This design comes from an exercise in tuning for small area and a short achievable clock period on the open sky130 flow, not from production work.
Where RTL was checked, it was by simulation tests only, not by an equivalence proof against the original.
Power figures rest on the tool's default switching activity, not on a simulated workload.

Setup of rev 12:
==> flow/design.v <==
`timescale 1ns / 1ps
module FunctionalUnit(FS, A, An, B, nbx, zero_flag, out);
	input [2:0] FS;
	input [15:0] A, An, B;	 
	input [15:0] nbx;	 
	output zero_flag;
	output [15:0] out;
	wire inv = ~FS[2] & ~FS[1] & FS[0];
	reg ksum, kl, kr, kL, kg, kp, kna;
	always @(*) begin
		{ksum, kl, kr, kL, kg, kp, kna} = 7'b0;
		case (FS)
			3'b000: {ksum, kg, kp} = 3'b111;
			3'b001: ksum = 1'b1;
			3'b010: {kL, kg} = 2'b11;
			3'b011: {kL, kg, kp} = 3'b111;
			3'b100: {kL, kp} = 2'b11;
			3'b101: {kL, kna} = 2'b11;
			3'b110: {kl, kg} = 2'b11;
			default: {kr, kg, kp} = 3'b111;
		endcase
	end
	wire [15:0] g, p, L, c;
	wire [17:0] Ae = {A[15], A, 1'b0};
	genvar i;
	generate
		for (i = 0; i < 16; i = i + 1) begin: sl
			nor2g gg(.a(An[i]), .b(nbx[i]), .y(g[i]));
			gen_p gp(.a(A[i]), .nb(nbx[i]), .p(p[i]));
			alu_out fo(.ksum(ksum), .kL(kL), .kl(kl), .kr(kr), .kg(kg), .kp(kp), .kna(kna),
				.a(A[i]), .g(g[i]), .p(p[i]), .c(c[i]),
				.al(Ae[i]), .ar(Ae[i+2]), .L(L[i]), .f(out[i]));
		end
	endgenerate
	prefix_carry PC(.g(g), .p(p), .cin(inv), .c(c));
	assign zero_flag = inv ? ((&p) & (|B)) : ~|L;
endmodule
module prefix_carry(input [15:0] g, input [15:0] p, input cin, output [15:0] c);
	wire [15:0] G0, P0, G1, P1, G2, P2, G3, P3;
	genvar i;
	generate
		for (i = 0; i < 16; i = i + 1) begin: lv
			if (i == 0) begin: b0
				assign G0[i] = g[0] | (p[0] & cin);
				assign P0[i] = 1'b0;
			end else begin: bn
				assign G0[i] = g[i];
				assign P0[i] = p[i];
			end
			if (i[0]) begin: l1
				assign G1[i] = G0[i] | (P0[i] & G0[i-1]);
				assign P1[i] = P0[i] & P0[i-1];
			end else begin: l1n
				assign G1[i] = G0[i];
				assign P1[i] = P0[i];
			end
			if (i[1]) begin: l2
				assign G2[i] = G1[i] | (P1[i] & G1[(i & ~1) - 1]);
				assign P2[i] = P1[i] & P1[(i & ~1) - 1];
			end else begin: l2n
				assign G2[i] = G1[i];
				assign P2[i] = P1[i];
			end
			if (i[2]) begin: l3
				assign G3[i] = G2[i] | (P2[i] & G2[(i & ~3) - 1]);
				assign P3[i] = P2[i] & P2[(i & ~3) - 1];
			end else begin: l3n
				assign G3[i] = G2[i];
				assign P3[i] = P2[i];
			end
		end
		assign c[0] = cin;
		for (i = 1; i < 16; i = i + 1) begin: co
			if (i - 1 >= 8)
				assign c[i] = G3[i-1] | (P3[i-1] & G3[7]);
			else
				assign c[i] = G3[i-1];
		end
	endgenerate
endmodule
module gen_p(input a, input nb, output p);
	assign p = ~(a ^ nb);
endmodule
module alu_out(input ksum, input kL, input kl, input kr, input kg, input kp, input kna,
	input a, input g, input p, input c, input al, input ar, output L, output f);
	assign L = (g & kg) | (p & kp) | (~a & kna);
	assign f = ((p ^ c) & ksum) | (L & kL) | (al & kl) | (ar & kr);
endmodule
`timescale 1ns / 1ps
module hold_mux(input we, input hold, input d, input q, output y);
	assign y = (we & d) | (hold & q);
endmodule
module aoi222(input a0, input a1, input b0, input b1, input c0, input c1, output y);
	assign y = ~((a0 & a1) | (b0 & b1) | (c0 & c1));
endmodule
module nand2g(input a, input b, output y);
	assign y = ~(a & b);
endmodule
module nand3g(input a, input b, input c, output y);
	assign y = ~(a & b & c);
endmodule
module nand4g(input a, input b, input c, input d, output y);
	assign y = ~(a & b & c & d);
endmodule
module or2g(input a, input b, output y);
	assign y = a | b;
endmodule
module nor2g(input a, input b, output y);
	assign y = ~(a | b);
endmodule
module rd_mux16(input [15:0] d, input [15:0] s, output y, output yn);
	wire [5:0] t;
	wire n0, n1;
	aoi222 g0(d[0], s[0], d[1], s[1], d[2], s[2], t[0]);
	aoi222 g1(d[3], s[3], d[4], s[4], d[5], s[5], t[1]);
	aoi222 g2(d[6], s[6], d[7], s[7], d[8], s[8], t[2]);
	aoi222 g3(d[9], s[9], d[10], s[10], d[11], s[11], t[3]);
	aoi222 g4(d[12], s[12], d[13], s[13], d[14], s[14], t[4]);
	nand2g g5(d[15], s[15], t[5]);
	nand3g c0(t[0], t[1], t[2], n0);
	nand3g c1(t[3], t[4], t[5], n1);
	or2g c2(n0, n1, y);
	nor2g c3(n0, n1, yn);
endmodule
module rd_mux17(input [16:0] d, input [16:0] s, output y);
	wire [6:0] t;
	wire n0, n1;
	aoi222 g0(d[0], s[0], d[1], s[1], d[2], s[2], t[0]);
	aoi222 g1(d[3], s[3], d[4], s[4], d[5], s[5], t[1]);
	aoi222 g2(d[6], s[6], d[7], s[7], d[8], s[8], t[2]);
	aoi222 g3(d[9], s[9], d[10], s[10], d[11], s[11], t[3]);
	aoi222 g4(d[12], s[12], d[13], s[13], d[14], s[14], t[4]);
	nand2g g5(d[15], s[15], t[5]);
	nand2g g6(d[16], s[16], t[6]);
	nand3g c0(t[0], t[1], t[2], n0);
	nand4g c1(t[3], t[4], t[5], t[6], n1);
	or2g c2(n0, n1, y);
endmodule
`timescale 1ns / 1ps
module datapath(
	input clk,
	input clr,
	input RW,
	input [3:0] DA,
	input [3:0] AA,
	input [3:0] BA,
	input MB,
	input [2:0] FS,
	input MD,
	input [15:0] const_in,
	input [15:0] data_in,
	output [15:0] addr_out,
	output [15:0] data_out,
	output [15:0] f_out,
	output zero_flag
	);
	wire [15:0] F;
	wire [15:0] Dw = MD ? data_in : F;
	wire [15:0] dec = 16'd1 << DA;
	wire [15:0] selA = 16'd1 << AA;
	wire [15:0] selB = 16'd1 << BA;
	wire [15:0] A, An, B;
	wire [16:0] selBc = {MB, selB & {16{~MB}}};
	wire [15:0] rd [0:15];
	genvar i, j;
	generate
		for (i = 0; i < 16; i = i + 1) begin: regs
			reg [15:0] q;
			wire [15:0] nq;
			wire we = ~clr & RW & dec[i];
			wire hold = ~clr & ~(RW & dec[i]);
			for (j = 0; j < 16; j = j + 1) begin: bits
				hold_mux m(.we(we), .hold(hold), .d(Dw[j]), .q(q[j]), .y(nq[j]));
				assign rd[j][i] = q[j];
			end
			always @(posedge clk)
				q <= nq;
		end
		for (j = 0; j < 16; j = j + 1) begin: rports
			rd_mux16 ma(.d(rd[j]), .s(selA), .y(A[j]), .yn(An[j]));
			rd_mux17 mb(.d({const_in[j], rd[j]}), .s(selBc), .y(B[j]));
		end
	endgenerate
	wire inv = ~FS[2] & ~FS[1] & FS[0];
	wire [15:0] nbx;
	generate
		for (j = 0; j < 16; j = j + 1) begin: opb
			gen_p g(.a(B[j]), .nb(inv), .p(nbx[j]));
		end
	endgenerate
	wire z;
	FunctionalUnit FU(.FS(FS), .A(A), .An(An), .B(B), .nbx(nbx), .zero_flag(z), .out(F));
	assign addr_out = A;
	assign data_out = B;
	assign f_out = F;
	assign zero_flag = z;
endmodule
clock: 17.0 ns
lec_check: 0
cap_margin: 20
core_margin: 2
core_utilization: 55
slew_margin: 20
synth_hierarchical: 1
standard.sh (not shown) runs the stock make flow with config.mk's settings and CLKGATE_MAP_FILE= SYNTH_SCRIPT=/design/flow/synth_recipe.tcl, a recipe that flattens the netlist after the stock synthesis.
==> flow/flow/run.sh <==
#!/bin/bash
# Standard layout, with plain buffers (not delay cells) on the ports and a
# smaller clock tree without dummy loads.
set -euo pipefail
export BUFFER_PORTS_ARGS="-buffer_cell sky130_fd_sc_hd__buf_2"
export CTS_ARGS="-sink_clustering_enable -repair_clock_nets -dont_use_dummy_load -buf_list {sky130_fd_sc_hd__clkbuf_8} -sink_clustering_size 14 -sink_clustering_max_diameter 80"
bash standard.sh > standard_flow.log 2>&1
Input-level comparison between rev 13 and rev 12:
--- a/flow/design.v
+++ b/flow/design.v
@@ -1,11 +1,10 @@
 `timescale 1ns / 1ps
-module FunctionalUnit(FS, A, An, B, nbx, zero_flag, out);
+module FunctionalUnit(FS, A, B, zero_flag, out);
 	input [2:0] FS;
-	input [15:0] A, An, B;	 
-	input [15:0] nbx;	 
+	input [15:0] A, B;
 	output zero_flag;
 	output [15:0] out;
 	wire inv = ~FS[2] & ~FS[1] & FS[0];
 	reg ksum, kl, kr, kL, kg, kp, kna;
 	always @(*) begin
 		{ksum, kl, kr, kL, kg, kp, kna} = 7'b0;
@@ -22,14 +21,13 @@
 	end
 	wire [15:0] g, p, L, c;
 	wire [17:0] Ae = {A[15], A, 1'b0};
 	genvar i;
 	generate
 		for (i = 0; i < 16; i = i + 1) begin: sl
-			nor2g gg(.a(An[i]), .b(nbx[i]), .y(g[i]));
-			gen_p gp(.a(A[i]), .nb(nbx[i]), .p(p[i]));
+			alu_gp gp(.a(A[i]), .b(B[i]), .inv(inv), .g(g[i]), .p(p[i]));
 			alu_out fo(.ksum(ksum), .kL(kL), .kl(kl), .kr(kr), .kg(kg), .kp(kp), .kna(kna),
 				.a(A[i]), .g(g[i]), .p(p[i]), .c(c[i]),
 				.al(Ae[i]), .ar(Ae[i+2]), .L(L[i]), .f(out[i]));
 		end
 	endgenerate
 	prefix_carry PC(.g(g), .p(p), .cin(inv), .c(c));
@@ -75,14 +73,16 @@
 				assign c[i] = G3[i-1] | (P3[i-1] & G3[7]);
 			else
 				assign c[i] = G3[i-1];
 		end
 	endgenerate
 endmodule
-module gen_p(input a, input nb, output p);
-	assign p = ~(a ^ nb);
+module alu_gp(input a, input b, input inv, output g, output p);
+	wire bx = b ^ inv;
+	assign g = a & bx;
+	assign p = a ^ bx;
 endmodule
 module alu_out(input ksum, input kL, input kl, input kr, input kg, input kp, input kna,
 	input a, input g, input p, input c, input al, input ar, output L, output f);
 	assign L = (g & kg) | (p & kp) | (~a & kna);
 	assign f = ((p ^ c) & ksum) | (L & kL) | (al & kl) | (ar & kr);
 endmodule
@@ -96,47 +96,26 @@
 module nand2g(input a, input b, output y);
 	assign y = ~(a & b);
 endmodule
 module nand3g(input a, input b, input c, output y);
 	assign y = ~(a & b & c);
 endmodule
-module nand4g(input a, input b, input c, input d, output y);
-	assign y = ~(a & b & c & d);
-endmodule
 module or2g(input a, input b, output y);
 	assign y = a | b;
 endmodule
-module nor2g(input a, input b, output y);
-	assign y = ~(a | b);
-endmodule
-module rd_mux16(input [15:0] d, input [15:0] s, output y, output yn);
+module rd_mux16(input [15:0] d, input [15:0] s, output y);
 	wire [5:0] t;
 	wire n0, n1;
 	aoi222 g0(d[0], s[0], d[1], s[1], d[2], s[2], t[0]);
 	aoi222 g1(d[3], s[3], d[4], s[4], d[5], s[5], t[1]);
 	aoi222 g2(d[6], s[6], d[7], s[7], d[8], s[8], t[2]);
 	aoi222 g3(d[9], s[9], d[10], s[10], d[11], s[11], t[3]);
 	aoi222 g4(d[12], s[12], d[13], s[13], d[14], s[14], t[4]);
 	nand2g g5(d[15], s[15], t[5]);
 	nand3g c0(t[0], t[1], t[2], n0);
 	nand3g c1(t[3], t[4], t[5], n1);
-	or2g c2(n0, n1, y);
-	nor2g c3(n0, n1, yn);
-endmodule
-module rd_mux17(input [16:0] d, input [16:0] s, output y);
-	wire [6:0] t;
-	wire n0, n1;
-	aoi222 g0(d[0], s[0], d[1], s[1], d[2], s[2], t[0]);
-	aoi222 g1(d[3], s[3], d[4], s[4], d[5], s[5], t[1]);
-	aoi222 g2(d[6], s[6], d[7], s[7], d[8], s[8], t[2]);
-	aoi222 g3(d[9], s[9], d[10], s[10], d[11], s[11], t[3]);
-	aoi222 g4(d[12], s[12], d[13], s[13], d[14], s[14], t[4]);
-	nand2g g5(d[15], s[15], t[5]);
-	nand2g g6(d[16], s[16], t[6]);
-	nand3g c0(t[0], t[1], t[2], n0);
-	nand4g c1(t[3], t[4], t[5], t[6], n1);
 	or2g c2(n0, n1, y);
 endmodule
 `timescale 1ns / 1ps
 module datapath(
 	input clk,
 	input clr,
@@ -156,14 +135,13 @@
 	);
 	wire [15:0] F;
 	wire [15:0] Dw = MD ? data_in : F;
 	wire [15:0] dec = 16'd1 << DA;
 	wire [15:0] selA = 16'd1 << AA;
 	wire [15:0] selB = 16'd1 << BA;
-	wire [15:0] A, An, B;
-	wire [16:0] selBc = {MB, selB & {16{~MB}}};
+	wire [15:0] A, Br;
 	wire [15:0] rd [0:15];
 	genvar i, j;
 	generate
 		for (i = 0; i < 16; i = i + 1) begin: regs
 			reg [15:0] q;
 			wire [15:0] nq;
@@ -174,24 +152,18 @@
 				assign rd[j][i] = q[j];
 			end
 			always @(posedge clk)
 				q <= nq;
 		end
 		for (j = 0; j < 16; j = j + 1) begin: rports
-			rd_mux16 ma(.d(rd[j]), .s(selA), .y(A[j]), .yn(An[j]));
-			rd_mux17 mb(.d({const_in[j], rd[j]}), .s(selBc), .y(B[j]));
+			rd_mux16 ma(.d(rd[j]), .s(selA), .y(A[j]));
+			rd_mux16 mb(.d(rd[j]), .s(selB), .y(Br[j]));
 		end
 	endgenerate
-	wire inv = ~FS[2] & ~FS[1] & FS[0];
-	wire [15:0] nbx;
-	generate
-		for (j = 0; j < 16; j = j + 1) begin: opb
-			gen_p g(.a(B[j]), .nb(inv), .p(nbx[j]));
-		end
-	endgenerate
+	wire [15:0] B = MB ? const_in : Br;
 	wire z;
-	FunctionalUnit FU(.FS(FS), .A(A), .An(An), .B(B), .nbx(nbx), .zero_flag(z), .out(F));
+	FunctionalUnit FU(.FS(FS), .A(A), .B(B), .zero_flag(z), .out(F));
 	assign addr_out = A;
 	assign data_out = B;
 	assign f_out = F;
 	assign zero_flag = z;
 endmodule
Results
- Timing, DRC, antenna: 0 failures across rev 13 and rev 12
- Global-route usage in rev 13 is 0.99 points below rev 12.
- Sequential share of power essentially unchanged between rev 12 and rev 13.
- After detailed routing, rev 12 needs more wire than rev 13.
- Relative to rev 12, met3 track utilization from global routing decreased by 1.7 points in rev 13.
- Compared with rev 12, cell area after placement in rev 13 decreased slightly.
- Going from rev 12 to rev 13, first-pass GRT wire length shrinks by 1200 um.
- Utilization (higher): rev 12
- Combinational power: rev 12 vs rev 13, no meaningful difference
- Placer congestion estimate ended up 1.7% lower on rev 13 than on rev 12.
- Diff rev 12 -> rev 13: count of plain and timing-repair buffers lower, shortest period the worst path allows higher, critical-path maximum fanout lower.
No functional check of the RTL was part of rev 12.

Another version of the RTL of datapath (not shown whole).
For scale: ~12,000 sq um of cells after synthesis.
==> module prefix_carry, before the edit <==
module prefix_carry(input [15:0] g, input [15:0] p, input cin, output [15:0] c);
	wire [15:0] G [0:4];
	wire [15:0] P [0:4];
	assign G[0] = {g[15:1], g[0] | (p[0] & cin)};
	assign P[0] = {p[15:1], 1'b0};
	genvar l, i;
	generate
		for (l = 1; l <= 4; l = l + 1) begin: lv
			for (i = 0; i < 16; i = i + 1) begin: b
				if (i >= (1 << (l - 1))) begin: m
					assign G[l][i] = G[l-1][i] | (P[l-1][i] & G[l-1][i - (1 << (l - 1))]);
					assign P[l][i] = P[l-1][i] & P[l-1][i - (1 << (l - 1))];
				end else begin: k
					assign G[l][i] = G[l-1][i];
					assign P[l][i] = P[l-1][i];
				end
			end
		end
	endgenerate
	assign c = {G[4][14:0], cin};
endmodule
clock: 17.0 ns
lec_check: 0
cap_margin: 20
core_margin: 2
core_utilization: 65
slew_margin: 20
synth_hierarchical: 1
==> flow/flow/run.sh <==
#!/bin/bash
# Standard layout, with plain buffers (not delay cells) on the ports and a
# smaller clock tree without dummy loads.
set -euo pipefail
export BUFFER_PORTS_ARGS="-buffer_cell sky130_fd_sc_hd__buf_1"
export CTS_ARGS="-sink_clustering_enable -repair_clock_nets -dont_use_dummy_load -buf_list {sky130_fd_sc_hd__clkbuf_8} -sink_clustering_size 14 -sink_clustering_max_diameter 80"
export SETUP_SLACK_MARGIN=7.5
export SETUP_MOVE_SEQUENCE=sizeup,swap
bash standard.sh > standard_flow.log 2>&1
Then changed:
--- a/flow/design.v
+++ b/flow/design.v
@@ -34,31 +34,53 @@
 		end
 	endgenerate
 	prefix_carry PC(.g(g), .p(t), .cin(inv), .c(c));
 	assign zero_flag = inv ? ((&p) & (|B)) : ~|L;
 endmodule
 module prefix_carry(input [15:0] g, input [15:0] p, input cin, output [15:0] c);
-	wire [15:0] G [0:4];
-	wire [15:0] P [0:4];
-	assign G[0] = {g[15:1], g[0] | (p[0] & cin)};
-	assign P[0] = {p[15:1], 1'b0};
-	genvar l, i;
-	generate
-		for (l = 1; l <= 4; l = l + 1) begin: lv
-			for (i = 0; i < 16; i = i + 1) begin: b
-				if (i >= (1 << (l - 1))) begin: m
-					assign G[l][i] = G[l-1][i] | (P[l-1][i] & G[l-1][i - (1 << (l - 1))]);
-					assign P[l][i] = P[l-1][i] & P[l-1][i - (1 << (l - 1))];
-				end else begin: k
-					assign G[l][i] = G[l-1][i];
-					assign P[l][i] = P[l-1][i];
-				end
-			end
-		end
-	endgenerate
-	assign c = {G[4][14:0], cin};
+	wire [15:0] G0, P0, G1, P1, G2, P2, G3, P3;
+	genvar i;
+	generate
+		for (i = 0; i < 16; i = i + 1) begin: lv
+			if (i == 0) begin: b0
+				assign G0[i] = g[0] | (p[0] & cin);
+				assign P0[i] = 1'b0;
+			end else begin: bn
+				assign G0[i] = g[i];
+				assign P0[i] = p[i];
+			end
+			if (i[0]) begin: l1
+				assign G1[i] = G0[i] | (P0[i] & G0[i-1]);
+				assign P1[i] = P0[i] & P0[i-1];
+			end else begin: l1n
+				assign G1[i] = G0[i];
+				assign P1[i] = P0[i];
+			end
+			if (i[1]) begin: l2
+				assign G2[i] = G1[i] | (P1[i] & G1[(i & ~1) - 1]);
+				assign P2[i] = P1[i] & P1[(i & ~1) - 1];
+			end else begin: l2n
+				assign G2[i] = G1[i];
+				assign P2[i] = P1[i];
+			end
+			if (i[2]) begin: l3
+				assign G3[i] = G2[i] | (P2[i] & G2[(i & ~3) - 1]);
+				assign P3[i] = P2[i] & P2[(i & ~3) - 1];
+			end else begin: l3n
+				assign G3[i] = G2[i];
+				assign P3[i] = P2[i];
+			end
+		end
+		assign c[0] = cin;
+		for (i = 1; i < 16; i = i + 1) begin: co
+			if (i - 1 >= 8)
+				assign c[i] = G3[i-1] | (P3[i-1] & G3[7]);
+			else
+				assign c[i] = G3[i-1];
+		end
+	endgenerate
 endmodule
 module gen_p(input a, input nb, output p);
 	assign p = ~(a ^ nb);
 endmodule
 module alu_out(input ksum, input kL, input kl, input kr, input kg, input kp, input kna,
 	input a, input g, input p, input c, input al, input ar, output L, output f);
=> Die area falls by 0.66%; area after synthesis drops by 0.68%; setup slack gets better by 0.40 ns; cell area drops by 1.3%; final cell count is about the same; critical path depth does not change; sequential cell count does not change; utilization goes down by 0.74 points; clock-buffer cell count is unchanged; hold slack stays flat.
The RTL of the first run of this note was laid out without a check of its function.

re-timing with driven ports:
How much do the figures lean on ideal ports? The routed layouts below were timed once more, with nothing changed but the port constraints.
Step 1, drivers: a clkbuf_16 drives clk and a buf_2 each remaining input, both assumed.
Step 2 times the ports against the registers' clock, not the clock port: input delays grow and output delays shrink by t, the midpoint of the rising clock arrivals with the driver on.
a / b / c = no drivers / after step 1 / after step 2; a / b = the first two.
run | shift t [ns] | setup WS [ns] | worst slew at a driven data input, ns | cell pins on the clock port's net
rev 12 | 0.583 | 5.898 / 5.875 / 5.875 | 0.03 | 1
rev 13 | 0.590 | 5.790 / 5.767 / 5.767 | 0.07 | 1
the first run of note 2 | 0.598 | 6.382 / 6.314 / 6.314 | 0.08 | 1
the second run of note 2 | 0.599 | 6.784 / 6.710 / 6.710 | 0.10 | 1
After both steps every run listed still meets setup and hold. The setup slack of the second run of note 2, which loses most, moves by -0.074 ns with the drivers and by -0.074 ns with both steps.
